Background: an optimization exercise with open tools, aiming at small area and a short achievable clock period. Do not read the settings as production practice.
In this exercise RTL edits were held to simulation tests only and were not proved equivalent to the original.
No activity file was given, so power comes from the tool's default toggle rates.

File: flow/run.sh
#!/bin/bash
set -euo pipefail
export BUFFER_PORTS_ARGS="-buffer_cell sky130_fd_sc_hd__buf_1"
export CTS_ARGS="-sink_clustering_enable -repair_clock_nets -dont_use_dummy_load -sink_clustering_size 20 -sink_clustering_max_diameter 60 -buf_list {sky130_fd_sc_hd__clkbuf_8}"
bash standard.sh > standard_flow.log 2>&1
File: standard.sh
#!/bin/bash
# synth_recipe.tcl (not shown) runs the flow's synth.tcl, then flattens the netlist and writes it again
# the make line also repeats each setting of config.mk as NAME=value (left out here)
make -C /OpenROAD-flow-scripts/flow DESIGN_CONFIG=/design/flow/config.mk WORK_HOME=/design/flow/orfs CLKGATE_MAP_FILE= SYNTH_SCRIPT=/design/flow/synth_recipe.tcl "${@:-finish}"
File: config.mk
export PLATFORM = sky130hd
export DESIGN_NAME = cpu_core
export DESIGN_NICKNAME = cpu_core
export VERILOG_FILES = /design/flow/design.v
export SDC_FILE = /design/flow/constraint.sdc
export NUM_CORES = 4
export LEC_CHECK = 0
export ABC_AREA = 0
export CAP_MARGIN = 20
export CORE_MARGIN = 2
export CORE_UTILIZATION = 60
export SETUP_SLACK_MARGIN = 5
export SLEW_MARGIN = 20
export SYNTH_MEMORY_MAX_BITS = 16384
File: constraint.sdc
create_clock -name core_clock -period 11.0 [get_ports {clk}]
set_input_delay 2.2000 -clock core_clock [delete_from_list [all_inputs] [get_ports {clk}]]
set_output_delay 2.2000 -clock core_clock [all_outputs]
set_load 0.01 [all_outputs]
File: design.v
module cpu_core (
    input         clk,
    input         rst,
    output [7:0]  imem_addr,
    input  [31:0] imem_data,
    output [7:0]  rf_raddr1,
    output [7:0]  rf_raddr2,
    input  [15:0] rf_rdata1,
    input  [15:0] rf_rdata2,
    output        rf_we,
    output [7:0]  rf_waddr,
    output [15:0] rf_wdata,
    output [7:0]  dmem_addr,
    input  [15:0] dmem_rdata,
    output        dmem_we,
    output [15:0] dmem_wdata
);
    reg  [7:0]  pc;
    reg         valid;           
    reg         ir_bubble;       
    reg  [23:0] ir;              
    reg  [2:0]  ir_q;            
    reg  [2:0]  ir_f;            
    reg  [7:0]  pc_d;            
    reg         pred_d;          
    reg  [7:0]  btb;             
    reg  [4:0]  bp_tag [0:7];
    reg  [7:0]  bp_taken;
    reg         ir_alive;        
    reg         ci_alive;        
    reg  [1:0]  ph;              
    reg         s_b;             
    reg  [2:0]  s_f;             
    reg  [23:0] ci;              
    reg         ci_cond;         
    reg  [7:0]  ci_nt;
    reg  [7:0]  ci_pc;
    reg         ci_pred;
    reg  [3:0]  mq;
    reg  [2:0]  mf;
    reg         mb1, mb3;
    reg  [23:0] ip;              
    reg  [7:0]  mar;
    reg  [15:0] mbr;
    function [15:0] carry16(input [15:0] a, input [15:0] b, input cin);
        reg [15:0] g, t, gg, tt;
        integer i, l, j;
        begin
            g = a & b;
            t = a | b;
            for (l = 0; l < 4; l = l + 1) begin
                gg = g; tt = t;
                for (i = 0; i < 16; i = i + 1) begin
                    if (((i >> l) & 1) == 1) begin
                        j = ((i >> l) << l) - 1;
                        gg[i] = g[i] | (t[i] & g[j]);
                        tt[i] = t[i] & t[j];
                    end
                end
                g = gg; t = tt;
            end
            carry16 = {g[14:0] | (t[14:0] & {15{cin}}), cin};
        end
    endfunction
    wire m_rfop   = mq[3];
    wire m_pipe   = mq[3] & mq[1];
    wire m_op1mbr = m_pipe & ~mq[0];
    wire m_op2mbr = m_pipe & mq[0];
    wire m_op2imm = mq[3] & ~mq[1] & mq[0];
    wire m_beq    = (mq == 4'b0001);
    wire m_mar    = ~mq[3] & mq[2];
    wire m_marA   = m_mar & ~mq[1] & ~mq[0];
    wire m_latch  = m_mar & ~mq[1];
    wire m_st     = m_mar & mq[1];
    wire m_sti    = m_st & mq[0];
    assign imem_addr = pc;
    assign rf_raddr1 = ci[23:16];
    assign rf_raddr2 = ci[15:8];
    assign rf_waddr  = ci[7:0];
    assign rf_we     = m_rfop;
    assign dmem_we   = mb1;
    assign dmem_addr = mar;
    assign dmem_wdata = mbr;
    wire [15:0] op1 = (mbr & {16{m_op1mbr}}) | (rf_rdata1 & {16{~m_op1mbr}});
    wire s_pass = (mf == 3'd0);
    wire s_add  = (mf == 3'd1);
    wire s_sub  = (mf == 3'd2);
    wire s_xor  = (mf == 3'd3);
    wire s_and  = (mf == 3'd4);
    wire s_or   = (mf == 3'd5);
    wire        rf2_pos = ~m_op2mbr & ~m_op2imm & ~s_sub;
    wire        rf2_neg = ~m_op2mbr & ~m_op2imm & s_sub;
    wire [15:0] op2e = (m_op2mbr ? mbr : {8'b0, ci[15:8]}) ^ {16{s_sub}};
    wire [15:0] op2x = (rf_rdata2 & {16{rf2_pos}}) | (~rf_rdata2 & {16{rf2_neg}}) |
                       (op2e & {16{m_op2mbr | m_op2imm}});
    wire [15:0] c_as = carry16(op1, op2x, s_sub);
    wire [15:0] t  = op1 | op2x;      
    wire [15:0] g  = op1 & op2x;
    wire s_as = s_add | s_sub;
    wire [15:0] lf  = (mbr & {16{s_pass}}) | ((t & {16{s_xor}}) & ~g) |
                      (g & {16{s_and}}) | (t & {16{s_or}});
    wire [15:0] r_c1 = (~t & {16{s_as}}) | (g & {16{s_as}}) | lf;
    wire [15:0] r_c0 = ((t & {16{s_as}}) & ~g) | lf;
    wire [15:0] res  = (c_as & r_c1) | (~c_as & r_c0);
    assign rf_wdata = res;
    wire eq       = ~|((t & {16{m_beq}}) & ~g);    
    wire br_alu   = ci_cond;
    wire flush    = br_alu & (m_beq ? (eq ^ ci_pred) : ci_pred);
    wire taken    = m_beq & eq;
    wire q_none  = ir_bubble | (ir_q == 3'd0) | (ir_q == 3'd7);
    wire q_reg   = ~ir_bubble & (ir_q == 3'd1);
    wire q_imm   = ~ir_bubble & (ir_q == 3'd2);
    wire q_mema  = ~ir_bubble & (ir_q == 3'd3);
    wire q_memb  = ~ir_bubble & (ir_q == 3'd4);
    wire q_store = ~ir_bubble & (ir_q == 3'd5);
    wire q_beq   = ~ir_bubble & (ir_q == 3'd6);
    wire q_multi = q_mema | q_memb | q_store;
    wire ph_idle = (ph == 2'd0);
    wire ph_s2   = ph[0];                     
    wire dep     = (ph == 2'd3 && !mq[0]) ? 1'b0 :
                   ((ir[23:16] == ci[7:0]) | (ir[15:8] == ci[7:0]));
    wire spec_ok = ~dep & (flush | ~q_multi);
    wire exec_ready = ph_idle | (ph_s2 & spec_ok);
    wire adv     = valid & exec_ready;
    wire cu_clr  = flush | ~valid;
    wire [3:0] mq_single = q_reg ? 4'b1000 : q_imm ? 4'b1001 : q_beq ? 4'b0001 : 4'b0000;
    always @(posedge clk) begin
        if (cu_clr) begin
            ph  <= 2'd0;
            mq  <= 4'b0000;
            mb1 <= 1'b0;
            mb3 <= 1'b0;
        end else begin
            case (ph)
                2'd0: begin
                    ph  <= q_mema | q_memb ? 2'd1 : q_store ? 2'd3 : 2'd0;
                    mq  <= q_mema ? 4'b0100 : q_memb ? 4'b0101 :
                           q_store ? {3'b011, ir_f[0]} : mq_single;
                    mb1 <= 1'b0;
                    mb3 <= 1'b0;
                end
                2'd1: begin
                    ph  <= 2'd2;
                    mq  <= spec_ok ? mq_single : 4'b0000;
                    mb1 <= 1'b0;
                    mb3 <= 1'b1;
                end
                2'd2: begin
                    ph  <= 2'd0;
                    mq  <= {3'b101, s_b};
                    mb1 <= 1'b0;
                    mb3 <= 1'b0;
                end
                default: begin
                    ph  <= 2'd0;
                    mq  <= spec_ok ? mq_single : 4'b0000;
                    mb1 <= 1'b1;
                    mb3 <= 1'b0;
                end
            endcase
        end
        s_b <= mq[0];
        s_f <= mf;
        mf <= (ph == 2'd2) ? s_f : ir_f;
        if (cu_clr) begin
            ci      <= 24'b0;
            ci_cond <= 1'b0;
        end else if (ph == 2'd2) begin
            ci      <= ip;
            ci_cond <= 1'b0;
        end else if (ir_bubble) begin
            ci      <= 24'b0;
            ci_cond <= 1'b0;
        end else begin
            ci      <= ir;
            ci_cond <= ir_q[2] & ir_q[1];
        end
        ci_nt   <= btb;
        ci_pc   <= pc_d;
        ci_pred <= pred_d;
        ip  <= ci;
        mbr <= m_st ? (m_sti ? {8'b0, ci[23:16]} : rf_rdata1) : dmem_rdata;
    end
    always @(posedge clk or posedge rst) begin
        if (rst)
            mar <= 8'b0;
        else if (m_mar)
            mar <= m_marA ? ci[23:16] : ci[15:8];
    end
    wire [7:0] op       = imem_data[31:24];
    wire       i_cond   = (op[7:4] == 4'h6);
    wire       i_uncond = (op[7:4] == 4'h4);
    wire       f_nz     = (op[2:0] != 3'd0);
    wire [2:0] i_q =
        (op[7:3] == 5'b00000 && f_nz) ? 3'd1 :
        (op[7:3] == 5'b00100 && f_nz) ? 3'd2 :
        ((op[7:3] == 5'b00010 && f_nz) || op == 8'h80) ? 3'd3 :
        (op[7:3] == 5'b00001 && f_nz) ? 3'd4 :
        (op == 8'h81 || op == 8'h91) ? 3'd5 :
        (op == 8'h60) ? 3'd6 :
        i_cond ? 3'd7 : 3'd0;
    wire [2:0] i_f = (op == 8'h81 || op == 8'h91) ? {2'b0, op[4]} : op[2:0];
    wire [2:0] idx   = pc[2:0];
    wire       hit   = (bp_tag[idx] == pc[7:3]);
    wire       pred  = i_cond & hit & bp_taken[idx];
    wire [7:0] pc_next = i_uncond ? imem_data[23:16] :
                         pred ? imem_data[7:0] : {pc[7:1] + 7'd1, pc[0]};
    always @(posedge clk or posedge rst) begin
        if (rst) begin
            pc        <= 8'b0;
            valid     <= 1'b0;
            ir_bubble <= 1'b1;
        end else begin
            valid <= 1'b1;
            if (adv) begin
                ir_bubble <= flush;
                pc <= flush ? ci_nt : pc_next;
            end
        end
    end
    always @(posedge clk) begin
        if (i_cond)
            btb <= imem_data[7:0];
        if (adv) begin
            ir     <= imem_data[23:0];
            ir_q   <= i_q;
            ir_f   <= i_f;
            pc_d   <= pc;
            pred_d <= pred;
        end
    end
    wire       claim   = i_cond & ~hit;
    wire       alive_d = (claim && pc[2:0] == pc_d[2:0]) ? (pc[7:3] == pc_d[7:3]) : ir_alive;
    wire       upd_alu = br_alu & ci_alive;
    always @(posedge clk) begin
        ci_alive <= alive_d;
        ir_alive <= adv ? (i_cond | hit) : alive_d;
    end
    integer k;
    always @(posedge clk) begin
        if (claim)
            bp_tag[idx] <= pc[7:3];
    end
    always @(posedge clk or posedge rst) begin
        if (rst)
            bp_taken <= 8'b0;
        else begin
            for (k = 0; k < 8; k = k + 1) begin
                if (upd_alu && ci_pc[2:0] == k)
                    bp_taken[k] <= taken;
                else if (claim && idx == k)
                    bp_taken[k] <= 1'b0;
            end
        end
    end
endmodule
==> notes.md, run 1 <==
- Status: no timing/DRC/antenna violations
- Setup Skew: ~0.077 ns
- Vias in the first global route: 8108
- VDD IR max: about 0.00019 V
- Async set or reset register ratio after synthesis: 12.6%
- Worst slew margin: about a third
- CORE AREA: 17400 µm²
- Combinational share of power: 33.3%
- Reg power frac: 48.3%
- Clock power frac: 18.4%
- DRT Pass-1 Iters: 5
- Max-cap viol count: 0
- Synthesis Warnings: 1
- Pwr per Cell Area: 167 nW/µm²
- Slowest CP cell: maj3_2
- Final Max Tran Viols: 0
- Synth Area per Inst: 9.99 µm²
- Kind of cell adding the most delay to the critical path: compound AO/OA/AOI/OAI gates
- GPL Wtd Cong: 0.929
- Die H: 138 µm
- Int Pwr: 1320 µW
- CP Launch Type: input pin
- Seq cells post-synth: 206
- Initial antenna violation count: 0
- CTS Sinks: 206
- Nets: 1304
- Worst path arrival time: 5.29 ns
- Synth top area share: 24.4%
- Final global-route overflow total: 0
- Via/cell ratio: between 6 and 7
- Area occupied by multi-input gates: roughly 5500 µm²
- Final setup fails: 0
- Seq/Total Area, Yosys: between 40% and 50%
- Final Hold Fails: 0
- 1st-iter DRT viols: approximately 730
- Post-route cell area: 12100 µm²
- # rows: 48
- Placed Area: about 11000 µm²
- TNS Setup: 0 ns
- Fillers: 1424
- Final wirelength: 27900 µm
- Net Sw Frac: 34.6%
- Starting Density: 61.7%
- Crit-path cells: buf_1, mux2i_4, o22ai_2, buf_4, a211oi_2, a211oi_4, o21ai_2, o21ai_1, a22oi_1, a21boi_4, o211ai_2, nand3_4, o311ai_4, maj3_2, xor2_1, o221ai_2, buf_1
- Maximum clock frequency: 133 MHz
- CP Class: input pin to output pin
- Top cells by area, synth: edfxtp_1 (24%), dfxtp_1 (17%), dfrtp_1 (5.8%), mux2i_1 (4.7%), xnor2_1 (4.3%)
- Clock root buffer: clkbuf_8
- Wire per inst: 19.4 µm
- Pin count of the biggest net entering global routing: 54
- Post-synthesis cell type count: 79
- Maximum fanout along the worst path: 8
- # H-tree levels: 1
- Clock buffer depth: 3
- Global Route Usage Sum: 29.1%
- Most used cell, CP: buf_1
- Die ar.: 18900 µm²
- Critical path buffers and inverters: 3
- Total number of vias: 8771
- IO Pins: approximately 160
- CTS tree: done
- Die W: around 140 µm
- Worst slew pin tran: 1.03 ns
- CP Capture Type: output pin
- Clock period minus worst slack: approximately 7.5 ns
- Cells after synthesis: 1073
- Clk slew on worst S/H paths: 0.12 ns
- Syn_nets: 1159
- RSZ-0062 raised after global routing: true
- Register Area: 5130 µm²
- DRC errors left: 0
- Hold WC Path Type: flip-flop to flip-flop
- N_diodes: 0
- Post-DP HPWL: 19300 µm
- Area leader, netlist: edfxtp_1
- Worst Path Required: 8.80 ns
- Final Cycle Share: between 60 and 70%
- Top FF cell, synth: dfxtp_1
- Post-DRT Antenna Nets: 0
- Post-Syn Area: 10700 µm²
- Area delta synth->final: 12.7%
- Hold buffers post-CTS: 0
- Clock buffers created by TritonCTS: 17
- Post-synth EDFFs: 87
- Leakage Power: 0.00457 µW
- Clk latency of the worst-skew pair: 0.53 ns
- Global-route wire length before repair: 42700 µm
- Layout cells sized above 1: 12.6%
- Sw power: approximately 700 µW
- Slowest stage delay, CP: 0.36 ns
- I/O Buffers: 155
[per-stage QoR]
step | util, % | hold WS (ns) | cells | total power [µW] | worst slack, ns
after detailed placement | 66.2 | 0.327 | 1403 | 1610 | 3.47
after global placement | 66.2 | 0.324 | 1403 | 1600 | 3.58
final | 69.6 | 0.334 | 1441 | 2020 | 3.51
after floorplan | - | 0.323 | 1073 | 1430 | 4.00
after global routing | 69.6 | 0.332 | 1441 | 2120 | 3.35
after CTS | 68.3 | 0.326 | 1427 | 2000 | 3.62
[worst paths after layout]
path / startpoint / endpoint / slack [ns] / depth (start not counted)
worst max register to register: mq[1] / pc_d[1] / 5.75 / 14
max in group asynchronous: rst / bp_taken[5] / 8.93 / 3
worst max-delay path: rf_rdata1[0] / rf_wdata[14] / 3.51 / 17
worst min register to register: pred_d / ci_pred / 0.33 / 0
worst min-delay path: pred_d / ci_pred / 0.33 / 0
min in group asynchronous: rst / pc[0] / 1.72 / 3
[worst register-to-register path: stages (launching register included)]
cell and delay (ns):
dfxtp_1 0.31, buf_4 0.39, nand3b_4 0.46, mux2_2 0.41
inv_1 0.07, or2_2 0.33, nand2_1 0.10, xnor2_1 0.20
nor4b_1 0.60, o2111ai_2 0.46, xnor2_1 0.31, nand2_2 0.27
a21oi_1 0.32, o21ai_4 0.19, inv_4 0.43
[Yosys cell counts, types with 12 or more instances]
cell type  number
a21oi_1        77
clkbuf_1       47
dfrtp_1        25
dfxtp_1        93
edfxtp_1       87
inv_1          13
mux2i_1        50
mux4_2         12
nand2_1       121
nand2b_1       17
nand3_1        16
nor2_1         80
nor3_1         23
nor3b_1        26
o21ai_0        76
o221ai_1       13
o22ai_1        18
xnor2_1        53
xor2_1         23
[sequential cells by signal (all words and copies together), names as in the netlist, 2 cells and up]
signal,count
ir,24
mar,8
ci_nt,8
btb,8
mq,4
pc_d,8
ir_f,3
ci_pc,3
ph,2
s_f,3
mbr,16
ir_q,3
ip,24
pc,8
bp_tag,40
ci,24
mf,3
bp_taken,8
[power by group through the flow]
stage / Combinational [µW] / Clock [µW] / Sequential [µW]
after floorplan: 442 / 0 / 989
after global placement: 614 / 0 / 988
after detailed placement: 624 / 0 / 991
after CTS: 643 / 381 / 973
after global routing: 735 / 404 / 985
final: 670 / 371 / 974
[cell type report]
cell class                 count  share of cell area, %
inverter                      16                  0.518
sequential                   206                   42.4
tap                          225                   2.33
timing repair buffer         192                   7.53
clock buffer                  17                   1.94
multi-input combinational    785                   45.2
[logic make-up (layout without fill, tap and decap cells)]
kind of cell	Yosys count	after routing	synth area share (%)
AO/OA/AOI/OAI	279	279	16.9
XOR/XNOR	76	76	6.21
adder cells (fa/ha/maj)	13	13	1.32
buffers and inverters	82	225	3.54
flip-flops	206	206	47.8
multiplexers	74	74	8.58
other	1	1	0.0350
AND/OR/NAND/NOR	342	342	15.6
[layer usage]
| metal | up-vias | track usage, % | part of all wire, % |
|---|---|---|---|
| met5 | - | 0 | 0 |
| met4 | 0 | 9.11 | 2.6 |
| met3 | 51 | 3.97 | 7.3 |
| met2 | 361 | 45.1 | 45 |
| met1 | 4160 | 42.4 | 45 |
| li1 | 4199 | - | - |
[repair_timing]
action | in CTS | in global routing
gates resized for setup | 22 | 26
setup buffers | 7 | 13
pin swaps | 5 | 9
setup endpoints to repair | 55 | 56
[cell usage in the layout, fill, tap and decap left out, drive strengths merged, types with 10 or more instances in the layout]
cell / n
buf: 188
nand2: 121
dfxtp: 93
edfxtp: 87
o21ai: 82
nor2: 80
a21oi: 78
xnor2: 53
mux2i: 52
nor3b: 26
dfrtp: 25
nor3: 23
xor2: 23
clkbuf: 21
o22ai: 18
nand2b: 17
nand3: 17
inv: 15
o221ai: 13
mux4: 12
and2: 11
mux2: 10
o211ai: 10
==> run 2, diff against run 1 <==
--- a/config.mk
+++ b/config.mk
@@ -7,3 +7,3 @@
 export LEC_CHECK = 0
-export ABC_AREA = 0
+export ABC_AREA = 1
 export CAP_MARGIN = 20
@@ -11,3 +11,3 @@
 export CORE_UTILIZATION = 60
-export SETUP_SLACK_MARGIN = 5
+export SETUP_SLACK_MARGIN = 4.5
 export SLEW_MARGIN = 20
==> run 2 against run 1 <==
Clock skew fell by 0.013 ns. Register-to-register slack better by 0.66 ns. Global-route usage increased by 0.51 points. Worst hold slack gained 0.015 ns. Largest power group unchanged. Maximum frequency rose by 19%.
==> notes.md, run 2 <==
- Status: no timing/DRC/antenna violations
- R2R Path End: ir[5]
- Worst path arrival time: 4.09 ns (-1.20 ns)
- Hold buffers post-CTS: 0 (unchanged)
- Post-DP HPWL: 19400 µm (+0.73%)
- Maximum fanout along the worst path: 7 (-1)
- Final Hold Fails: 0 (unchanged)
- Fillers: 1442 (+1.3%)
- Clock buffer depth: 3 (unchanged)
- DRC errors left: 0 (unchanged)
- TNS Setup: 0 ns (unchanged)
- Combinational share of power: 26.2% (-7.1 points)
- N_diodes: 0 (unchanged)
- Starting Density: 61.7% (about the same)
- Synth cell count leaders: nand2_1 (342), inv_1 (128), nand3_1 (106)
- Clk latency of the worst-skew pair: 0.52 ns (about the same)
- Seq/Total Area, Yosys: 49.9% (+2.1 points)
- Syn_nets: 1339 (+16%)
- Worst setup path start: rf_rdata2[0]
- Setup WS pre-CTS: 4.52 ns (+1.04 ns)
- Post-synthesis cell type count: 50 (-37%)
- Post-Syn Area: 10300 µm² (-4.1%)
- Pin count of the biggest net entering global routing: 54 (unchanged)
- Final wirelength: 27400 µm (-1.9%)
- Clock buffers created by TritonCTS: 17 (unchanged)
- Final Max Tran Viols: 0 (unchanged)
- Area occupied by multi-input gates: 4350 µm² (-20%)
- # rows: 47 (-2.1%)
- Die ar.: 18200 µm² (-4.0%)
- CTS tree: done
- Worst slew margin: 31.1% (-0.24 points)
- Area delta synth->final: 8.35%
- Die W: 135 µm (-2.0%)
- Leakage Power: 0.00474 µW (+3.7%)
- Top cells by area, synth: edfxtp_1 (25%), dfxtp_1 (18%), nand2_1 (12%), dfrtp_1 (6.1%), nand3_1 (5.2%)
- Register name with the most flops: bp_tag
- CTS Sinks: 206 (unchanged)
- Synth Area per Inst: 8.20 µm² (-18%)
- Clock root buffer: clkbuf_8
- Area leader, netlist: edfxtp_1
- Post-DRT Antenna Nets: 0 (unchanged)
- Final Cycle Share: 57.1% (-11 points)
- Initial antenna violation count: 0 (unchanged)
- Global-route wire length before repair: 43100 µm (+1.0%)
- Top-count cell post-synth: nand2_1
- Flop2flop setup slack: 6.41 ns (+0.66 ns)
- CP Class: input pin to output pin
- # H-tree levels: 1 (unchanged)
- Max-cap viol count: 0 (unchanged)
- GPL Wtd Cong: 0.965 (+3.9%)
- 1st-iter DRT viols: 796 (+9.6%)
- Int Pwr: 1200 µW (-9.1%)
- DRT Pass-1 Iters: 7 (+2)
- Synth top area share: 25.4% (+1.1 points)
- Most common cell after layout, fill and taps aside: nand2_1
- Post-CTS Setup Bufs: 0 (-7)
- Clock power frac: 20.2% (+1.8 points)
- Layout cells sized above 1: 4.79% (-7.8 points)
- Via/cell ratio: 5.83 (-4.2%)
- Net Sw Frac: 35.1% (+0.42 points)
- Nets: 1467 (+13%)
- RSZ-0062 raised after global routing: true
- Fin util: 66.9% (-2.7 points)
- I/O Buffers: 155 (unchanged)
- Final setup fails: 0 (unchanged)
- Wire per inst: 17.1 µm (-12%)
- Vias in the first global route: 8538 (+5.3%)
- Worst Path Required: 8.80 ns (about the same)
- Register Area: 5130 µm² (about the same)
- Clk slew on worst S/H paths: 0.10 ns (-0.02 ns)
- CP Launch Type: input pin
- Async set or reset register ratio after synthesis: 12.6% (unchanged)
- Cells after synthesis: 1253 (+17%)
- R2R cell count: 20 (+6)
- Total number of vias: 9321 (+6.3%)
- Sw power: 647 µW (-7.4%)
- Die H: 135 µm (-2.0%)
- CORE AREA: 16600 µm² (-4.1%)
- VDD IR max: 0.000137 V (-27%)
- Synthesis Warnings: 1 (unchanged)
- Setup Skew: 0.0638 ns (-0.0127 ns)
- Total power: 1840 µW (-8.5%)
- Global Route Usage Sum: 29.6% (+0.51 points)
- Maximum clock frequency: 159 MHz (+19%)
- Worst slew pin tran: 1.03 ns (+0.00493 ns)
- CP Capture Type: output pin
- Setup crit end: rf_wdata[10]
- Top FF cell, synth: dfxtp_1
- Worst r2r src: mq[1]
- Most frequent cells in the layout: nand2_1 (342), buf_1 (155), inv_1 (128)
- IO Pins: 156 (unchanged)
- Max reg flops: 40 (unchanged)
- Post-synth EDFFs: 87 (unchanged)
- Reg power frac: 53.6% (+5.3 points)
- Final global-route overflow total: 0 (unchanged)
- Setup ws final: 4.71 ns (+1.21 ns)
- Seq cells post-synth: 206 (unchanged)
- Hold WC Path Type: flip-flop to flip-flop
- Pwr per Cell Area: 166 nW/µm² (-0.68%)
- Clock period minus worst slack: 6.29 ns (-1.21 ns)
-- run 2: changes by cell type in the layout (fill, tap and decap cells not counted), sizes merged, moves of 20 or more --
| cell | previous run | this run |
|---|---|---|
| inv | 15 | 134 |
| a21oi | 78 | 48 |
| nand2 | 121 | 348 |
| buf | 188 | 161 |
| nand3 | 17 | 114 |
| nor3b | 26 | 0 |
| mux2i | 52 | 0 |
| xnor2 | 53 | 20 |
| nand4 | 9 | 40 |
| o21ai | 82 | 102 |
-- run 2: how the worst min path moves through the flow --
stage	startpoint	to	slack, ns	cells after the start
after floorplan	btb[0]	ci_nt[0]	0.32	0
after CTS	btb[3]	ci_nt[3]	0.35	0
after global routing	btb[6]	ci_nt[6]	0.36	0
after global placement	btb[4]	ci_nt[4]	0.32	0
final	btb[1]	ci_nt[1]	0.35	0
after detailed placement	pred_d	ci_pred	0.33	0
-- run 2: cell type report --
| class | count | area share (%) |
|---|---|---|
| timing repair buffer | 161 | 5.63 |
| tap | 220 | 2.47 |
| inverter | 137 | 4.66 |
| multi-input combinational | 858 | 39.1 |
| sequential | 206 | 46.1 |
| clock buffer | 17 | 2.10 |
-- run 2: repair_timing --
item / in CTS / in global routing
endpoints found under the setup margin: 8 / 8
pin swaps: 0 / 0
resized for setup: 1 / 4
-- run 2: routing by layer --
metal | vias to the layer above | share of wire, % | GRT usage, %
met2 | 417 | 45 | 46.6
met3 | 59 | 7.5 | 3.75
met4 | 0 | 2.6 | 9.82
met5 | - | 0 | 0
li1 | 4494 | - | -
met1 | 4351 | 45 | 42.7
-- run 2: per-stage QoR --
step                hold slack (ns)  area, µm²  instances
floorplan                     0.323      10300       1253
detailed placement            0.327      10900       1582
CTS                           0.351      11100       1599
global placement              0.325      10900       1582
global route                  0.358      11100       1599
finish                        0.350      11100       1599
-- run 2: kinds of logic after synthesis --
family / after synthesis / share of synthesized area, %
flip-flops: 206 / 49.9
AO/OA/AOI/OAI: 232 / 13.8
adder cells (fa/ha/maj): 4 / 0.487
XOR/XNOR: 29 / 2.47
other: 1 / 0.0365
buffers and inverters: 189 / 7.87
AND/OR/NAND/NOR: 592 / 25.4
-- run 2: power groups by stage --
| stage | combinational [µW] | clock, µW | sequential [µW] |
|---|---|---|---|
| finish | 483 | 372 | 990 |
| global route | 542 | 403 | 1000 |
| CTS | 477 | 380 | 987 |
| detailed placement | 476 | 0 | 1000 |
| global placement | 465 | 0 | 1000 |
| floorplan | 341 | 0 | 978 |
-- run 2: critical path, cell delays in order --
cell	delay (ns)
buf_1	0.13
inv_1	0.10
nand3_1	0.09
nand3_1	0.12
nand3_1	0.12
o21ai_0	0.20
nand2_1	0.07
nand3_1	0.09
nand2_1	0.06
and2_1	0.16
o21ai_2	0.14
inv_1	0.13
o21ai_1	0.19
nand2_1	0.07
o21ai_0	0.07
buf_1	0.16
==> run 3, diff against run 2 <==
--- a/config.mk
+++ b/config.mk
@@ -11,3 +11,5 @@
 export CORE_UTILIZATION = 60
-export SETUP_SLACK_MARGIN = 4.5
+export CTS_BUF_LIST = sky130_fd_sc_hd__clkbuf_8 sky130_fd_sc_hd__clkbuf_4
+export CTS_CLUSTER_SIZE = 40
+export SETUP_SLACK_MARGIN = 5
 export SLEW_MARGIN = 20
==> run 3 against run 2 <==
Still clean on timing, DRC and antenna. Sequential share of layout area decreased by 1.6 points. Global-route usage up 0.29 points. Register-to-register slack worse by 0.04 ns. Maximum frequency grew 3.0%. Sequential power is essentially flat. Synthesized area is the same. Die area is the same. Setup slack improved by 0.18 ns. Sequential cell count did not move. Synthesized cell count is the same. Highest routed layer unchanged.
==> notes.md, run 3 <==
- Critical path buffers and inverters: 4 (unchanged)
- CP Class: input pin to output pin
- IO Pins: 156 (unchanged)
- Max-cap viol count: 0 (unchanged)
- Top-count cell post-synth: nand2_1
- Syn_nets: 1339 (unchanged)
- Final Hold Fails: 0 (unchanged)
- Clock power frac: 19.7% (-0.5 points)
- Maximum fanout along the worst path: 7 (unchanged)
- # rows: 47 (unchanged)
- Sw power: 663 µW (+2.5%)
- Clock root buffer: clkbuf_8
- # H-tree levels: 1 (unchanged)
- Clock period minus worst slack: 6.11 ns (-0.181 ns)
- Die H: 135 µm (unchanged)
- Worst slew margin: 31.3% (+0.12 points)
- R2R cell count: 19 (-5.0%)
- Synth Area per Inst: 8.20 µm² (unchanged)
- Pwr per Cell Area: 163 nW/µm² (-1.6%)
- Final Cycle Share: 55.5% (-1.6 points)
- CTS Sinks: 206 (unchanged)
- Clk slew on worst S/H paths: 0.10 ns (about the same)
- Clock buffers created by TritonCTS: 17 (unchanged)
- Most common cell after layout, fill and taps aside: nand2_1
- Post-Syn Area: 10300 µm² (unchanged)
- Post-synthesis cell type count: 50 (unchanged)
- CP Launch Type: input pin
- Vias in the first global route: 8688 (+1.8%)
- Pin count of the biggest net entering global routing: 54 (unchanged)
- Critical path depth: 16 (unchanged)
- RSZ-0062 raised after global routing: true
- Final setup fails: 0 (unchanged)
- Worst hold stages: 0 (unchanged)
- Post-DRT Antenna Nets: 0 (unchanged)
- Layout cells sized above 1: 11.3% (+6.5 points)
- Final global-route overflow total: 0 (unchanged)
- DRT Pass-1 Iters: 6 (-1)
- Maximum clock frequency: 164 MHz (+3.0%)
- 1st-iter DRT viols: 922 (+16%)
- Worst setup path start: rf_rdata2[0]
- Via/cell ratio: 5.85 (+0.29%)
- Leakage Power: 0.00490 µW (+3.4%)
- Hold Startpoint: btb[1]
- Net Sw Frac: 35.3% (+0.20 points)
- Seq cells post-synth: 206 (unchanged)
- Area leader, netlist: edfxtp_1
- CP Capture Type: output pin
- Die W: 135 µm (unchanged)
- Reg power frac: 52.6% (-1.0 points)
- Crit-path cells: buf_2, inv_1, nand3_2, nand3_2, nand3_4, o21ai_2, nand2_1, nand3_2, nand2_1, and2_4, o21ai_4, inv_2, o21ai_4, nand2_1, o21ai_1, buf_2
- TNS Setup: 0 ns (unchanged)
- Max reg flops: 40 (unchanged)
- Worst path arrival time: 3.91 ns (-0.18 ns)
- Initial antenna violation count: 0 (unchanged)
- Global-route wire length before repair: 43600 µm (+1.0%)
- Clock buffer depth: 3 (unchanged)
- Synth top area share: 25.4% (unchanged)
- Setup Skew: 0.0620 ns (-0.00188 ns)
- Seq/Total Area, Yosys: 49.9% (unchanged)
- Status: no timing/DRC/antenna violations
- Post-DP HPWL: 19400 µm (unchanged)
- Nets: 1482 (+1.0%)
- Wire per inst: 17.3 µm (+1.2%)
- Total number of vias: 9436 (+1.2%)
- Worst Path Required: 8.80 ns (about the same)
- Register Area: 5130 µm² (about the same)
- Async set or reset register ratio after synthesis: 12.6% (unchanged)
- Most frequent cells in the layout: nand2_1 (321), buf_1 (143), inv_1 (121)
- Starting Density: 61.7% (unchanged)
- Synth cell count leaders: nand2_1 (342), inv_1 (128), nand3_1 (106)
- Hold WC Path Type: flip-flop to flip-flop
- Top FF cell, synth: dfxtp_1
- Clk latency of the worst-skew pair: 0.52 ns (about the same)
- Slowest CP cell: o21ai_4
- Worst slew pin tran: 1.03 ns (-0.00180 ns)
- Post-synth EDFFs: 87 (unchanged)
- N_diodes: 0 (unchanged)
- Worst r2r src: mq[0]
- Area occupied by multi-input gates: 4610 µm² (+6.1%)
- Global Route Usage Sum: 29.9% (+0.29 points)
- Register name with the most flops: bp_tag
- DRC errors left: 0 (unchanged)
- Final wirelength: 27900 µm (+2.1%)
- Die ar.: 18200 µm² (unchanged)
- Final Max Tran Viols: 0 (unchanged)
- CORE AREA: 16600 µm² (unchanged)
- Synthesis Warnings: 1 (unchanged)
- GPL Wtd Cong: 0.965 (unchanged)
- I/O Buffers: 155 (unchanged)
- Fin util: 69.3% (+2.4 points)
- Slowest stage delay, CP: 0.19 ns (about the same)
- Combinational share of power: 27.6% (+1.4 points)
- Fillers: 1406 (-2.5%)
- Area delta synth->final: 12.2%
- VDD IR max: 0.000137 V (about the same)
- Kind of cell adding the most delay to the critical path: simple AND/OR/NAND/NOR gates
- Int Pwr: 1220 µW (+1.6%)
- Top cells by area, synth: edfxtp_1 (25%), dfxtp_1 (18%), nand2_1 (12%), dfrtp_1 (6.1%), nand3_1 (5.2%)
- CTS tree: done
- Cells after synthesis: 1253 (unchanged)
==> run 3: changes by cell type in the layout (fill, tap and decap cells not counted), moves of 7 or more <==
cell and delta:
nand3_1 -15, inv_2 +7, buf_4 +14, o21ai_0 -10, o21ai_2 +8, nand3_2 +13, nand2_2 +17, inv_1 -7
buf_2 +10, buf_1 -12, nand2_1 -21
==> run 3: logic make-up (layout without fill, tap and decap cells) <==
family,Yosys count,in the layout,synth area share (%)
compound gates,232,232,13.8
xor+xnor,29,29,2.47
fa+ha+maj,4,4,0.487
buf+inv,189,330,7.87
flops,206,206,49.9
other cells,1,1,0.0365
simple gates,592,592,25.4
==> run 3: final cells by class <==
| cell class | instances | area share, % |
|---|---|---|
| clock buffer | 17 | 2.03 |
| inverter | 137 | 4.50 |
| multi-input combinational | 858 | 40.0 |
| sequential | 206 | 44.5 |
| tap | 220 | 2.39 |
| timing repair buffer | 176 | 6.58 |
==> run 3: power by group through the flow <==
stage                     clock network (µW)  registers, µW  logic, µW
final                                    371            990        520
after CTS                                380            987        491
after floorplan                            0            978        341
after global placement                     0           1000        465
after detailed placement                   0           1000        476
after global routing                     403           1000        578
==> run 3: final timing paths <==
check	to	slack (ns)
setup / recovery	rf_wdata[10]	4.89
hold / removal	ci_nt[1]	0.35
setup reg to reg	ir[5]	6.37
hold reg to reg	ci_nt[1]	0.35
max in group asynchronous	mar[5]	8.92
min in group asynchronous	pc[7]	1.73
==> run 3: layer usage <==
| metal | track usage [%] | vias to the layer above | share of wire [%] |
|---|---|---|---|
| met3 | 4.20 | 74 | 7.6 |
| met4 | 9.65 | 0 | 2.9 |
| li1 | - | 4540 | - |
| met5 | 0 | - | 0 |
| met2 | 47.6 | 427 | 46 |
| met1 | 42.5 | 4395 | 44 |
==> run 3: worst reg2reg max path: stages (launching register included) <==
cell and delay [ns]:
dfxtp_1 0.43, buf_4 0.27, inv_2 0.35, nand3_4 0.49
o21ai_2 0.38, nand3_4 0.13, buf_4 0.16, nand2_1 0.18
nand2_1 0.08, nor2_1 0.10, nand2_1 0.07, nor2_2 0.14
nand2_2 0.13, nand2_1 0.11, nand3_2 0.33, nand2_2 0.23
nand2_2 0.07, nand2_2 0.10, nand3_4 0.10, clkinv_4 0.38
==> run 3: metrics by stage <==
stage / power [µW] / hold slack (ns) / cells / setup slack, ns / area [µm²]
3_3_place_gp: 1470 / 0.325 / 1582 / 4.58 / 10900
5_1_grt: 1980 / 0.358 / 1614 / 4.74 / 11500
6_report: 1880 / 0.350 / 1614 / 4.89 / 11500
2_1_floorplan: 1320 / 0.323 / 1253 / 5.13 / 10300
4_1_cts: 1860 / 0.351 / 1606 / 4.97 / 11300
3_5_place_dp: 1480 / 0.327 / 1582 / 4.52 / 10900
==> run 3: repair_timing <==
item | CTS | global route
pin swaps | 11 | 26
cloned | 0 | 0
endpoints found under the setup margin | 14 | 12
buffers inserted | 7 | 8
hold buffers | 0 | 0
gates resized for setup | 40 | 65
==> run 4, diff against run 3 <==
--- a/design.v
+++ b/design.v
@@ -1 +1,41 @@
+module ucpu_alu_carry (
+    input  [15:0] a,
+    input  [15:0] b,
+    input         cin,
+    output [15:0] c,
+    output [15:0] t,
+    output [15:0] g
+);
+    function [15:0] carry16(input [15:0] a, input [15:0] b, input cin);
+        reg [15:0] g, t, gg, tt;
+        integer i, l, j;
+        begin
+            g = a & b;
+            t = a | b;
+            for (l = 0; l < 4; l = l + 1) begin
+                gg = g; tt = t;
+                for (i = 0; i < 16; i = i + 1) begin
+                    if (((i >> l) & 1) == 1) begin
+                        j = ((i >> l) << l) - 1;
+                        gg[i] = g[i] | (t[i] & g[j]);
+                        tt[i] = t[i] & t[j];
+                    end
+                end
+                g = gg; t = tt;
+            end
+            carry16 = {g[14:0] | (t[14:0] & {15{cin}}), cin};
+        end
+    endfunction
+    assign c = carry16(a, b, cin);
+    assign t = a | b;
+    assign g = a & b;
+endmodule
+module ucpu_alu_csel (
+    input  [15:0] c,
+    input  [15:0] r1,
+    input  [15:0] r0,
+    output [15:0] res
+);
+    assign res = (c & r1) | (~c & r0);
+endmodule
 module cpu_core (
@@ -44,22 +84,2 @@
     reg  [15:0] mbr;
-    function [15:0] carry16(input [15:0] a, input [15:0] b, input cin);
-        reg [15:0] g, t, gg, tt;
-        integer i, l, j;
-        begin
-            g = a & b;
-            t = a | b;
-            for (l = 0; l < 4; l = l + 1) begin
-                gg = g; tt = t;
-                for (i = 0; i < 16; i = i + 1) begin
-                    if (((i >> l) & 1) == 1) begin
-                        j = ((i >> l) << l) - 1;
-                        gg[i] = g[i] | (t[i] & g[j]);
-                        tt[i] = t[i] & t[j];
-                    end
-                end
-                g = gg; t = tt;
-            end
-            carry16 = {g[14:0] | (t[14:0] & {15{cin}}), cin};
-        end
-    endfunction
     wire m_rfop   = mq[3];
@@ -83,3 +103,2 @@
     assign dmem_wdata = mbr;
-    wire [15:0] op1 = (mbr & {16{m_op1mbr}}) | (rf_rdata1 & {16{~m_op1mbr}});
     wire s_pass = (mf == 3'd0);
@@ -90,2 +109,4 @@
     wire s_or   = (mf == 3'd5);
+    wire s_as   = s_add | s_sub;
+    wire [15:0] op1, op2x, c_as, t, g;
     wire        rf2_pos = ~m_op2mbr & ~m_op2imm & ~s_sub;
@@ -93,8 +114,6 @@
     wire [15:0] op2e = (m_op2mbr ? mbr : {8'b0, ci[15:8]}) ^ {16{s_sub}};
-    wire [15:0] op2x = (rf_rdata2 & {16{rf2_pos}}) | (~rf_rdata2 & {16{rf2_neg}}) |
-                       (op2e & {16{m_op2mbr | m_op2imm}});
-    wire [15:0] c_as = carry16(op1, op2x, s_sub);
-    wire [15:0] t  = op1 | op2x;      
-    wire [15:0] g  = op1 & op2x;
-    wire s_as = s_add | s_sub;
+    assign op1  = (mbr & {16{m_op1mbr}}) | (rf_rdata1 & {16{~m_op1mbr}});
+    assign op2x = (rf_rdata2 & {16{rf2_pos}}) | (~rf_rdata2 & {16{rf2_neg}}) |
+                  (op2e & {16{m_op2mbr | m_op2imm}});
+    ucpu_alu_carry u_carry (.a(op1), .b(op2x), .cin(s_sub), .c(c_as), .t(t), .g(g));
     wire [15:0] lf  = (mbr & {16{s_pass}}) | ((t & {16{s_xor}}) & ~g) |
@@ -103,3 +122,4 @@
     wire [15:0] r_c0 = ((t & {16{s_as}}) & ~g) | lf;
-    wire [15:0] res  = (c_as & r_c1) | (~c_as & r_c0);
+    wire [15:0] res;
+    ucpu_alu_csel u_csel (.c(c_as), .r1(r_c1), .r0(r_c0), .res(res));
     assign rf_wdata = res;
--- a/config.mk
+++ b/config.mk
@@ -11,6 +11,6 @@
 export CORE_UTILIZATION = 60
-export CTS_BUF_LIST = sky130_fd_sc_hd__clkbuf_8 sky130_fd_sc_hd__clkbuf_4
-export CTS_CLUSTER_SIZE = 40
 export SETUP_SLACK_MARGIN = 5
 export SLEW_MARGIN = 20
+export SYNTH_HIERARCHICAL = 1
 export SYNTH_MEMORY_MAX_BITS = 16384
+export SYNTH_MINIMUM_KEEP_SIZE = 0
==> run 4 against run 3 <==
Global-route usage decreased by 0.41 points. Combinational power increased by 16%. Sequential power increased by 0.7%. Via count increased by 0.56%. Worst hold slack got worse by 0.064 ns. Highest routed layer unchanged. Clock power increased by 4%. Synthesized cell count increased by 7.6%. Sequential share of layout area decreased by 0.75 points. Cell count increased by 6.2%.
==> notes.md, run 4 <==
- Status: no timing/DRC/antenna violations
- Seq cells post-synth: 206 (unchanged)
- Synth Area per Inst: 7.79 µm² (-5.0%)
- Worst slew pin tran: 0.973 ns (-0.0556 ns)
- Post-synth EDFFs: 87 (unchanged)
- Combinational family with the most area after synthesis: simple AND/OR/NAND/NOR gates
- N_diodes: 0 (unchanged)
- Worst Path Required: 8.80 ns (about the same)
- Final Hold Fails: 0 (unchanged)
- Worst path arrival time: 3.85 ns (-0.06 ns)
- Synth cell count leaders: nand2_1 (369), inv_1 (168), nor2_1 (96), o21ai_0 (96), dfxtp_1 (93)
- CTS Sinks: 206 (unchanged)
- Initial antenna violation count: 0 (unchanged)
- Layout cells sized above 1: 10.1% (-1.3 points)
- Clock buffers created by TritonCTS: 18 (+1)
- Placed Area: 11200 µm² (+2.4%)
- Clock root buffer: clkbuf_8
- Top FF cell, synth: dfxtp_1
- Register Area: 5130 µm² (about the same)
- Clock period minus worst slack: 6.05 ns (-0.0579 ns)
- Global Route Usage Sum: 29.5% (-0.41 points)
- Min Hold Slack: 0.286 ns (-0.0643 ns)
- Leakage Power: 0.00523 µW (+6.7%)
- VDD IR max: 0.000155 V (+13%)
- DRT Pass-1 Iters: 5 (-1)
- Area delta synth->final: 11.6%
- I/O Buffers: 155 (unchanged)
- Post-synthesis cell type count: 49 (-2.0%)
- Worst slew margin: 35.0% (+3.7 points)
- Clock buffer depth: 3 (unchanged)
- Final wirelength: 27700 µm (-0.87%)
- # H-tree levels: 1 (unchanged)
- Pwr per Cell Area: 169 nW/µm² (+3.8%)
- Maximum clock frequency: 165 MHz (+0.96%)
- Wire per inst: 16.2 µm (-6.6%)
- Most common cell after layout, fill and taps aside: nand2_1
- Async set or reset register ratio after synthesis: 12.6% (unchanged)
- CP Capture Type: output pin
- Global-route wire length before repair: 43100 µm (-1.0%)
- Final Max Tran Viols: 0 (unchanged)
- # rows: 48 (+2.1%)
- Register name with the most flops: bp_tag
- Hold buffers post-CTS: 0 (unchanged)
- Hold WC Path Type: flip-flop to flip-flop
- Area leader, netlist: edfxtp_1
- CP Class: input pin to output pin
- Synth Area in Simple Gates: 26.7% (+1.2 points)
- Starting Density: 61.1% (-0.60 points)
- Via/cell ratio: 5.54 (-5.3%)
- Pin count of the biggest net entering global routing: 33 (-39%)
- Final setup fails: 0 (unchanged)
- Vias in the first global route: 8582 (-1.2%)
- Post-DP HPWL: 19600 µm (+1.2%)
- IO Pins: 156 (unchanged)
- Die ar.: 18600 µm² (+2.1%)
- CP Launch Type: input pin
- DRC errors left: 0 (unchanged)
- Synthesis Warnings: 8 (+7)
- RSZ-0062 raised after global routing: true
- Post-synthesis mux area share: 0% (unchanged)
- Post-synthesis compound-gate area fraction: 12.2% (-1.6 points)
- Setup Skew: 0.124 ns (+0.0623 ns)
- Synth top area share: 24.9% (-0.55 points)
- Die H: 136 µm (+1.1%)
- Die W: 136 µm (+1.1%)
- Final global-route overflow total: 0 (unchanged)
- 1st-iter DRT viols: 701 (-24%)
- Total number of vias: 9489 (+0.56%)
- Max-cap viol count: 0 (unchanged)
- Final Cycle Share: 55.0% (-0.53 points)
- Max reg flops: 40 (unchanged)
- Post-DRT Antenna Nets: 0 (unchanged)
- Top-count cell post-synth: nand2_1
- CORE AREA: 17200 µm² (+3.2%)
- Seq/Total Area, Yosys: 48.8% (-1.1 points)
- Most frequent cells in the layout: nand2_1 (349), inv_1 (158), buf_1 (146)
- Post-Synth XOR/XNOR Area: 2.92% (+0.45 points)
- Nets: 1577 (+6.4%)
- GPL Wtd Cong: 0.926 (-4.1%)
- CTS tree: done
- Top cells by area, synth: edfxtp_1 (25%), dfxtp_1 (18%), nand2_1 (13%), inv_1 (6.0%), dfrtp_1 (6.0%)
- TNS Setup: 0 ns (unchanged)
- Area occupied by multi-input gates: 4640 µm² (+0.65%)
- Clk latency of the worst-skew pair: 0.57 ns (+0.05 ns)
- Fillers: 1494 (+6.3%)
- Cells after synthesis: 1348 (+7.6%)
- Post-route cell area: 11700 µm² (+1.6%)
- Clk slew on worst S/H paths: 0.11 ns (about the same)
- Syn_nets: 1434 (+7.1%)
- Synth Area in Adders: 0.477% (-0.011 points)
- Post-Syn Area: 10500 µm² (+2.2%)
- Maximum fanout along the worst path: 6 (-1)
==> run 4: cell type report <==
type	instances	area share, %
repair inverters	1	0.0641
inverters	175	5.69
multi-input cells	915	39.6
repair buffers	174	6.36
clock buffers	18	2.11
well taps	225	2.40
flip-flops and latches	206	43.7
==> run 4: worst max-delay path, stage by stage <==
cell,delay [ns]
buf_1,0.11
o21ai_1,0.16
xor2_1,0.26
nor2_2,0.10
nor2_2,0.14
nand3_1,0.10
nand2_2,0.11
nor2_4,0.04
nand2_4,0.11
buf_6,0.14
buf_4,0.10
nand2_1,0.04
nand2_1,0.08
buf_2,0.14
==> run 4: path summary, 6_finish.rpt <==
path                              startpoint          end  slack (ns)  depth (start not counted)
worst max-delay path            rf_rdata2[6]  rf_wdata[8]        4.95                         14
worst min-delay path                  btb[0]     ci_nt[0]        0.29                          0
worst max register to register         mq[0]       ir[15]        6.06                         25
worst min register to register        btb[0]     ci_nt[0]        0.29                          0
max in group asynchronous                rst       mar[2]        8.85                          2
min in group asynchronous                rst  bp_taken[0]        1.68                          2
==> run 4: metrics by stage <==
step | worst slack, ns | power (µW) | cells | utilization [%]
CTS | 5.00 | 1960 | 1705 | 66.7
finish | 4.95 | 1980 | 1714 | 68.2
detailed placement | 4.62 | 1580 | 1683 | 64.9
global route | 4.89 | 2100 | 1714 | 68.2
floorplan | 5.36 | 1400 | 1348 | -
global placement | 4.62 | 1570 | 1683 | 64.9
==> run 4: what timing repair did <==
| action | 4_1_cts | 5_1_grt |
|---|---|---|
| buffers inserted | 3 | 9 |
| setup endpoints to repair | 47 | 16 |
| gates cloned | 1 | 0 |
| endpoints found under the hold margin | 0 | 0 |
| pin swaps | 4 | 40 |
| gates resized for setup | 13 | 81 |
==> run 4: routing by layer <==
layer | routed length, µm | vias to the layer above | GRT usage (%)
li1 | - | 4681 | -
met1 | 12100 | 4391 | 41.2
met2 | 13000 | 369 | 48.2
met3 | 1900 | 48 | 3.62
met4 | 653 | 0 | 9.09
met5 | 0 | - | 0
==> run 4: power by group <==
group | internal, µW | switching, µW
clock | 147 | 237
sequential | 899 | 97.3
combinational | 204 | 399
total | 1250 | 734
==> run 4: cells by family after synthesis <==
kind of cell | count (synthesis)
flops | 206
fa+ha+maj | 4
other cells | 1
buf+inv | 227
xor+xnor | 35
simple gates | 643
compound gates | 232
==> run 4: Yosys stat by module (local to each module, per instance) <==
module,cells inside,cell area (µm²)
cpu_core,1148,9660
ucpu_alu_carry,136,604
ucpu_alu_csel,64,240
==> run 5, diff against run 4 <==
==> flow/run.sh (replaced) <==
#!/bin/bash
# The standard layout (standard.sh), with these changes to how it is made:
#  - synthesis maps the ALU's carry tree and result selection (modules
#    ucpu_alu_carry, ucpu_alu_csel) with ORFS's usual ABC script, and the rest
#    of the design with an area-oriented ABC script (&nf); the yosys steps and
#    the registers are the standard ones;
#  - plain buf_1 cells as the port buffers (buffer_ports picks delay buffers
#    by default); every port still gets its buffer;
#  - clock tree synthesis without dummy loads and with larger sink clusters.
set -euo pipefail
here=$(pwd)
rm -rf "$here/scripts_mod"
cp -r "$FLOW_HOME/scripts" "$here/scripts_mod"
cp "$FLOW_HOME/scripts/abc_area.script" "$here/scripts_mod/abc_fast.script"
cp "$here/flow/abc_area_nf.script" "$here/scripts_mod/abc_area.script"
n=$(grep -c '^  log_cmd abc {\*}\$abc_args$' "$here/scripts_mod/synth.tcl")
[ "$n" = 1 ] || { echo "synth.tcl: abc call not found" >&2; exit 1; }
sed -i 's/^  log_cmd abc {\*}\$abc_args$/  set abc_fast_args [lreplace $abc_args 1 1 $::env(SCRIPTS_DIR)\/abc_fast.script]\n  log_cmd abc {*}$abc_fast_args ucpu_alu_carry ucpu_alu_csel\n  log_cmd abc {*}$abc_args cpu_core/' "$here/scripts_mod/synth.tcl"
export SCRIPTS_DIR="$here/scripts_mod"
export SETUP_SLACK_MARGIN=5.4
export BUFFER_PORTS_ARGS="-buffer_cell sky130_fd_sc_hd__buf_1"
export CTS_ARGS="-sink_clustering_enable -repair_clock_nets -dont_use_dummy_load -sink_clustering_size 16 -sink_clustering_max_diameter 50 -buf_list {sky130_fd_sc_hd__clkbuf_8}"
bash standard.sh > standard_flow.log 2>&1
==> flow/abc_area_nf.script (new file) <==
&get -n
&st
&dch -f
&nf -R 1000
&put
buffer -c
upsize -c
dnsize -c
--- a/config.mk
+++ b/config.mk
@@ -11,3 +11,2 @@
 export CORE_UTILIZATION = 60
-export SETUP_SLACK_MARGIN = 5
 export SLEW_MARGIN = 20
==> run 5 against run 4 <==
Maximum frequency about the same. Clock skew shrank 0.045 ns. Global-route usage grew 0.17 points. Still clean. Routed wire length down 2.1%. Utilization up 1.8 points. First-iteration DRC count decreased by 4.7%. Largest power group unchanged. Die area fell by 4.2%. Setup slack better by 0.0014 ns. Highest routed layer unchanged.
==> notes.md, run 5 <==
- Top cells by area, synth: edfxtp_1 (26%), dfxtp_1 (19%), nand2_1 (6.4%), dfrtp_1 (6.2%), a21oi_1 (4.7%)
- Final Hold Fails: 0 (unchanged)
- Post-route cell area: 11500 µm² (-1.6%)
- # rows: 47 (-2.1%)
- Maximum clock frequency: 165 MHz (about the same)
- RSZ-0062 raised after global routing: true
- Global-route wire length before repair: 41700 µm (-3.1%)
- Max-cap viol count: 0 (unchanged)
- Worst slew pin tran: 1.09 ns (+0.113 ns)
- Total number of vias: 8517 (-10%)
- Pin count of the biggest net entering global routing: 54 (+64%)
- Worst path arrival time: 3.85 ns (about the same)
- Initial antenna violation count: 0 (unchanged)
- Area delta synth->final: 14.8%
- Final setup fails: 0 (unchanged)
- Final Max Tran Viols: 0 (unchanged)
- Setup Skew: 0.0796 ns (-0.0447 ns)
- Area leader, netlist: edfxtp_1
- Top FF cell, synth: dfxtp_1
- Clock buffer depth: 3 (unchanged)
- Async set or reset register ratio after synthesis: 12.6% (unchanged)
- Setup WS pre-CTS: 3.90 ns (-0.716 ns)
- Placed Area: 10700 µm² (-3.9%)
- Vias in the first global route: 7795 (-9.2%)
- CORE AREA: 16500 µm² (-4.1%)
- Die H: 133 µm (-2.1%)
- Global Route Usage Sum: 29.6% (+0.17 points)
- DRT Pass-1 Iters: 7 (+2)
- GR Util met3: 3.96% (+0.34 points)
- Clk slew on worst S/H paths: 0.08 ns (-0.03 ns)
- Register name with the most flops: bp_tag
- Worst slew margin: 27.3% (-7.6 points)
- Hold buffers post-CTS: 0 (unchanged)
- Clock root buffer: clkbuf_8
- Seq/Total Area, Yosys: 51.0% (+2.2 points)
- 1st-iter DRT viols: 668 (-4.7%)
- Via/cell ratio: 5.80 (+4.7%)
- CP Class: input pin to output pin
- Die ar.: 17800 µm² (-4.2%)
- Hold Startpoint: btb[2]
- Leakage Power: 0.00469 µW (-10%)
- Post-synthesis cell type count: 63 (+29%)
- Clock period minus worst slack: 6.05 ns (-0.00144 ns)
- TNS Setup: 0 ns (unchanged)
- GPL Wtd Cong: 0.910 (-1.7%)
- Synth Area per Inst: 9.10 µm² (+17%)
- Synth cell count leaders: nand2_1 (171), nor2_1 (109), a21oi_1 (94)
- I/O Buffers: 155 (unchanged)
- Worst Path Required: 8.80 ns (about the same)
- Most frequent cells in the layout: nand2_1 (145), buf_1 (143), nor2_1 (96)
- DRC errors left: 0 (unchanged)
- Status: no timing/DRC/antenna violations
- Met2 usage: 46.5% (-1.7 points)
- Post-Syn Area: 10000 µm² (-4.3%)
- Synthesis Warnings: 8 (unchanged)
- Layout cells sized above 1: 14.9% (+4.8 points)
- # H-tree levels: 1 (unchanged)
- Worst setup path start: rf_rdata2[3]
- Wire per inst: 18.5 µm (+14%)
- Max reg flops: 40 (unchanged)
- Syn_nets: 1190 (-17%)
- Post-DRT Antenna Nets: 0 (unchanged)
- N_diodes: 0 (unchanged)
- Final global-route overflow total: 0 (unchanged)
- Post-synth EDFFs: 87 (unchanged)
- Gr busiest metal: met2
- Hold WC Path Type: flip-flop to flip-flop
- VDD IR max: 0.000148 V (-4.5%)
- Seq cells post-synth: 206 (unchanged)
- Die W: 133 µm (-2.1%)
- Most common cell after layout, fill and taps aside: nand2_1
- Top-count cell post-synth: nand2_1
- Worst r2r src: mq[0]
- GR Util met1: 43.1% (+2.0 points)
- Fin util: 70.0% (+1.8 points)
- Nets: 1337 (-15%)
- Clk latency of the worst-skew pair: 0.55 ns (-0.02 ns)
- CTS tree: done
- Post-DP HPWL: 18300 µm (-7.1%)
- Pwr per Cell Area: 176 nW/µm² (+4.2%)
- Maximum fanout along the worst path: 8 (+2)
- Final Cycle Share: 55.0% (about the same)
- CP Launch Type: input pin
- IO Pins: 156 (unchanged)
- Final wirelength: 27100 µm (-2.1%)
- CTS Sinks: 206 (unchanged)
- Synth top area share: 26.0% (+1.1 points)
- Setup ws final: 4.95 ns (+0.00144 ns)
- Starting Density: 61.0% (-0.14 points)
- CP Capture Type: output pin
- Clock buffers created by TritonCTS: 23 (+5)
- Cells after synthesis: 1104 (-18%)
run 5: changes by cell type after synthesis, sizes merged, moves of 27 or more:
cell | previous run | this run
a21oi | 58 | 95
nand3 | 96 | 38
o22ai | 38 | 0
inv | 175 | 69
nand2 | 379 | 174
mux2i | 0 | 27
nor3b | 0 | 28
run 5: layout make-up:
cell class	count	area [µm²]
repair inverters	3	22.5
clock buffers	23	317
fillers	1381	4930
well taps	220	275
inverters	71	272
repair buffers	179	857
flip-flops and latches	206	5130
multi-input cells	767	4660
run 5: cell families after synthesis:
family | synth area share (%)
multiplexers | 4.15
flip-flops | 51.0
adder cells (fa/ha/maj) | 0.498
XOR/XNOR | 4.45
AND/OR/NAND/NOR | 21.2
buffers and inverters | 5.62
AO/OA/AOI/OAI | 13.0
other | 0.0373
run 5: repair_timing:
item / CTS / global route
buffers inserted: 7 / 7
pin swaps: 12 / 38
resized for setup: 39 / 96
endpoints found under the setup margin: 65 / 58
gates cloned: 4 / 1
run 5: path summary, 6_finish.rpt:
check / slack [ns] / end / cells past startpoint
min in group asynchronous: 1.71 / bp_taken[6] / 2
hold / removal: 0.35 / ci_nt[2] / 0
hold reg to reg: 0.35 / ci_nt[2] / 0
setup / recovery: 4.95 / rf_wdata[14] / 16
max in group asynchronous: 8.81 / mar[5] / 2
setup reg to reg: 5.80 / ir[5] / 17
run 5: Yosys stat by module (local to each module, per instance):
module	times used	flops+latches
cpu_core	1	206
ucpu_alu_carry	1	0
ucpu_alu_csel	1	0
run 5: worst max-delay path, stage by stage:
cell and delay (ns):
buf_1 0.07, nand2_1 0.04, o21ai_0 0.12, xor2_1 0.27
nor2_2 0.10, nor2_4 0.15, nand3_4 0.11, nor2_4 0.14
nor2_4 0.05, nand2_4 0.15, nand2_2 0.08, nand2_2 0.08
inv_2 0.04, nand2_2 0.05, nand2_2 0.07, buf_6 0.12
run 5: power breakdown:
group	switching, µW	internal (µW)	leakage [µW]
sequential	114	897	0.00192
combinational	356	241	0.00260
clock	240	185	0.000165
run 5: routing by layer:
metal / vias to the layer above / wire [µm]
met5: - / 0
met4: 0 / 622
met3: 62 / 1960
met2: 396 / 12400
met1: 3987 / 12200
li1: 4072 / -
run 5: through the flow:
stage	std cells	hold slack (ns)	power, µW
after floorplan	1104	0.323	1380
after global placement	1426	0.324	1540
after detailed placement	1426	0.327	1550
after CTS	1460	0.349	1990
after global routing	1469	0.354	2140
final	1469	0.346	2030
==> run 6, diff against run 5 <==
--- a/flow/run.sh
+++ b/flow/run.sh
@@ -19,3 +19,2 @@
 export SCRIPTS_DIR="$here/scripts_mod"
-export SETUP_SLACK_MARGIN=5.4
 export BUFFER_PORTS_ARGS="-buffer_cell sky130_fd_sc_hd__buf_1"
--- a/config.mk
+++ b/config.mk
@@ -11,2 +11,5 @@
 export CORE_UTILIZATION = 60
+export GPL_ROUTABILITY_DRIVEN = 0
+export GPL_TIMING_DRIVEN = 0
+export SETUP_SLACK_MARGIN = 5
 export SLEW_MARGIN = 20
==> run 6 against run 5 <==
Still clean. First-iteration DRC count up 25%. Via count increased by 2.8%. Sequential power barely moved. Global-route usage increased by 0.77 points. Sequential share of layout area shrank 0.34 points. Maximum frequency decreased by 0.40%. Register-to-register slack worse by 0.10 ns. Highest routed layer unchanged.
==> notes.md, run 6 <==
- Final Max Tran Viols: 0 (unchanged)
- Sw power: 716 µW (+0.81%)
- RSZ-0062 raised after global routing: true
- Global Route Usage Sum: 30.4% (+0.77 points)
- Final global-route overflow total: 0 (unchanged)
- Post-DP HPWL: 20000 µm (+9.6%)
- Reg power frac: 48.2% (-1.5 points)
- Seq cells post-synth: 206 (unchanged)
- Max-cap viol count: 0 (unchanged)
- Via/cell ratio: 5.77 (-0.41%)
- CORE AREA: 16500 µm² (unchanged)
- Setup ws final: 4.93 ns (-0.0245 ns)
- I/O Buffers: 155 (unchanged)
- Area leader, netlist: edfxtp_1
- CP Capture Type: output pin
- Clock buffers created by TritonCTS: 23 (unchanged)
- Int Pwr: 1320 µW (about the same)
- R2R Path End: ir[18]
- Initial antenna violation count: 0 (unchanged)
- Final Cycle Share: 55.2% (+0.22 points)
- Global-route wire length before repair: 42200 µm (+1.0%)
- Synth Area per Inst: 9.10 µm² (unchanged)
- Setup WS pre-CTS: 4.88 ns (+0.976 ns)
- Wire per inst: 18.3 µm (-0.75%)
- CTS tree: done
- Top-count cell post-synth: nand2_1
- Maximum clock frequency: 165 MHz (-0.40%)
- Clock period minus worst slack: 6.07 ns (+0.0245 ns)
- Seq/Total Area, Yosys: 51.0% (unchanged)
- Worst slew margin: 29.2% (+1.8 points)
- Pwr per Cell Area: 176 nW/µm² (-0.42%)
- Cells after synthesis: 1104 (unchanged)
- N_diodes: 0 (unchanged)
- Worst hold stages: 0 (unchanged)
- CP Class: input pin to output pin
- Setup Skew: 0.0776 ns (-0.00204 ns)
- Die ar.: 17800 µm² (unchanged)
- Post-synthesis cell type count: 63 (unchanged)
- Post-DRT Antenna Nets: 0 (unchanged)
- Hold buffers post-CTS: 0 (unchanged)
- Max reg flops: 40 (unchanged)
- Die W: 133 µm (unchanged)
- Nets: 1385 (+3.6%)
- Starting Density: 61.0% (unchanged)
- VDD IR max: 0.000158 V (+6.9%)
- DRT Pass-1 Iters: 7 (unchanged)
- Register name with the most flops: bp_tag
- Clk latency of the worst-skew pair: 0.56 ns (about the same)
- Final wirelength: 27800 µm (+2.5%)
- Top cells by area, synth: edfxtp_1 (26%), dfxtp_1 (19%), nand2_1 (6.4%), dfrtp_1 (6.2%), a21oi_1 (4.7%)
- # rows: 47 (unchanged)
- Clock power frac: 21.2% (+0.3 points)
- Post-Syn Area: 10000 µm² (unchanged)
- Area delta synth->final: 15.7%
- Clock buffer depth: 3 (unchanged)
- Hold WC Path Type: flip-flop to flip-flop
- 1st-iter DRT viols: 834 (+25%)
- Worst hold endpoint: ci_nt[4]
- Vias in the first global route: 7947 (+1.9%)
- Most common cell after layout, fill and taps aside: nand2_1
- IO Pins: 156 (unchanged)
- CTS Sinks: 206 (unchanged)
- Clock root buffer: clkbuf_8
- # H-tree levels: 1 (unchanged)
- Register Area: 5130 µm² (about the same)
- Maximum fanout along the worst path: 8 (unchanged)
- Area occupied by multi-input gates: 4580 µm² (-1.7%)
- R2R cell count: 18 (+1)
- Fillers: 1374 (-0.51%)
- Flop2flop setup slack: 5.70 ns (-0.10 ns)
- Net Sw Frac: 35.1% (+0.17 points)
- Post-synth EDFFs: 87 (unchanged)
- Layout cells sized above 1: 12.4% (-2.5 points)
- Leakage Power: 0.00476 µW (+1.5%)
- Most frequent cells in the layout: nand2_1 (160), buf_1 (146), nor2_1 (97)
- Async set or reset register ratio after synthesis: 12.6% (unchanged)
- Synthesis Warnings: 8 (unchanged)
- Die H: 133 µm (unchanged)
- Pin count of the biggest net entering global routing: 37 (-31%)
- Synth top area share: 26.0% (unchanged)
- Final Hold Fails: 0 (unchanged)
- TNS Setup: 0 ns (unchanged)
- Combinational share of power: 30.6% (+1.2 points)
- DRC errors left: 0 (unchanged)
- Status: no timing/DRC/antenna violations
- Worst Path Required: 8.80 ns (about the same)
- CP Launch Type: input pin
- Hold Startpoint: btb[4]
- Total number of vias: 8759 (+2.8%)
- Worst path arrival time: 3.87 ns (+0.02 ns)
- Worst slew pin tran: 1.06 ns (-0.0255 ns)
- Worst r2r src: mq[0]
- Final setup fails: 0 (unchanged)
- Clk slew on worst S/H paths: 0.09 ns (about the same)
- Syn_nets: 1190 (unchanged)
- Synth cell count leaders: nand2_1 (171), nor2_1 (109), a21oi_1 (94)
- Top FF cell, synth: dfxtp_1
-- run 6: cell counts after synthesis --
Identical to the previous run, type by type.
-- run 6: cell type report --
class                   count  share of cell area, %
flip-flops and latches    206                   44.1
well taps                 220                   2.37
plain buffers              62                   2.56
clock buffers              23                   2.72
multi-input cells         765                   39.4
repair buffers            170                   6.48
inverters                  71                   2.30
-- run 6: power groups by stage --
stage / Clock (µW) / Combinational, µW / Sequential (µW)
after detailed placement: 0 / 570 / 997
after global placement: 0 / 557 / 995
after floorplan: 0 / 391 / 982
after CTS: 439 / 582 / 981
final: 433 / 625 / 983
after global routing: 466 / 685 / 993
-- run 6: worst max path at each step --
stage	from	endpoint	slack, ns	depth (start not counted)
6_report	rf_rdata2[2]	rf_wdata[11]	4.93	16
5_1_grt	rf_rdata2[2]	rf_wdata[13]	4.87	16
4_1_cts	rf_rdata2[6]	rf_wdata[11]	4.99	16
3_5_place_dp	rf_rdata2[6]	rf_wdata[11]	4.88	16
3_3_place_gp	rf_rdata2[4]	ir[10]	4.29	17
2_1_floorplan	rf_rdata2[1]	rf_wdata[1]	5.27	10
-- run 6: what timing repair did --
action,in CTS,in global routing
hold endpoints to repair,0,0
pin swaps,9,30
setup endpoints to repair,16,16
buffers inserted,6,7
resized for setup,20,98
-- run 6: logic make-up after synthesis --
logic type	after synthesis	synth area share, %
xor gates and xnor gates	51	4.45
and+or+nand+nor	447	21.2
buffers and inverters	133	5.62
muxes	38	4.15
other	1	0.0373
DFF	206	51.0
adders and majority gates	4	0.498
AOI/OAI and AO/OA	224	13.0
-- run 6: modules after synthesis, one instance, submodules excluded --
module / flip-flops and latches / area, µm²
ucpu_alu_csel: 0 / 240
cpu_core: 206 / 9200
ucpu_alu_carry: 0 / 604
-- run 6: per-layer routing --
| layer | vias up | GRT usage, % | routed length (µm) |
|---|---|---|---|
| li1 | 4172 | - | - |
| met1 | 4086 | 43.7 | 12100 |
| met2 | 430 | 48.5 | 12500 |
| met3 | 71 | 4.03 | 2220 |
| met4 | 0 | 9.40 | 917 |
| met5 | - | 0 | 0 |
-- run 6: critical path, cell delays in order --
cell and delay [ns]:
buf_1 0.07, nand2_1 0.05, o21ai_1 0.13, xor2_1 0.25, nor2_2 0.11, nor2_4 0.16, nand3_2 0.13, nand2_2 0.10
nand2_2 0.06, nand2_4 0.13, nand2_1 0.08, nand2_2 0.07, inv_1 0.04, nand2_1 0.05, nand2_1 0.08, buf_2 0.15
-- run 6: through the flow --
stage	util [%]	area (µm²)	hold slack, ns	total power (µW)	cells
after global placement	66.2	10900	0.324	1550	1479
after detailed placement	66.5	10900	0.330	1570	1481
after floorplan	-	10000	0.323	1370	1104
after CTS	68.9	11400	0.343	2000	1510
after global routing	70.6	11600	0.354	2140	1517
final	70.6	11600	0.340	2040	1517

## port drivers added, routing unchanged
How much do the figures lean on ideal ports? The routed layouts below were timed once more, with nothing changed but the port constraints.
Step 1 sets driving cells, clkbuf_16 on the clock port and buf_2 on the other inputs (assumed; they add their load-dependent delay and slew).
Step 2 adds t to the input delays and takes it off the output delays; t is the mean of the earliest and latest rising clock arrival at the registers after step 1. Input paths then give back, and output paths get back, about the clock's delay inside the block.
Three values: ideal, step 1, step 2; two values: the first two.
| run | shift t [ns] | setup WS [ns] | worst hold slack (ns) | worst setup path at the end | clock arrival spread, ns |
|---|---|---|---|---|---|
| run 1 | 0.534 | 3.506 / 3.485 / 3.485 | 0.334 / 0.334 / 0.334 | input to output | 0.076 / 0.077 |
| run 2 | 0.528 | 4.714 / 4.694 / 4.694 | 0.350 / 0.350 / 0.350 | input to output | 0.064 / 0.064 |
| run 3 | 0.528 | 4.895 / 4.875 / 4.875 | 0.350 / 0.350 / 0.350 | input to output | 0.064 / 0.063 |
| run 4 | 0.543 | 4.953 / 4.930 / 4.930 | 0.286 / 0.286 / 0.286 | input to output | 0.125 / 0.124 |
| run 5 | 0.561 | 4.954 / 4.929 / 4.929 | 0.346 / 0.346 / 0.346 | input to output | 0.080 / 0.080 |
| run 6 | 0.559 | 4.930 / 4.892 / 4.892 | 0.340 / 0.340 / 0.340 | input to output | 0.077 / 0.078 |
After both steps every run listed still meets setup and hold. For run 6, which loses most, drivers alone change the setup slack by -0.038 ns; drivers and shift together by -0.038 ns.
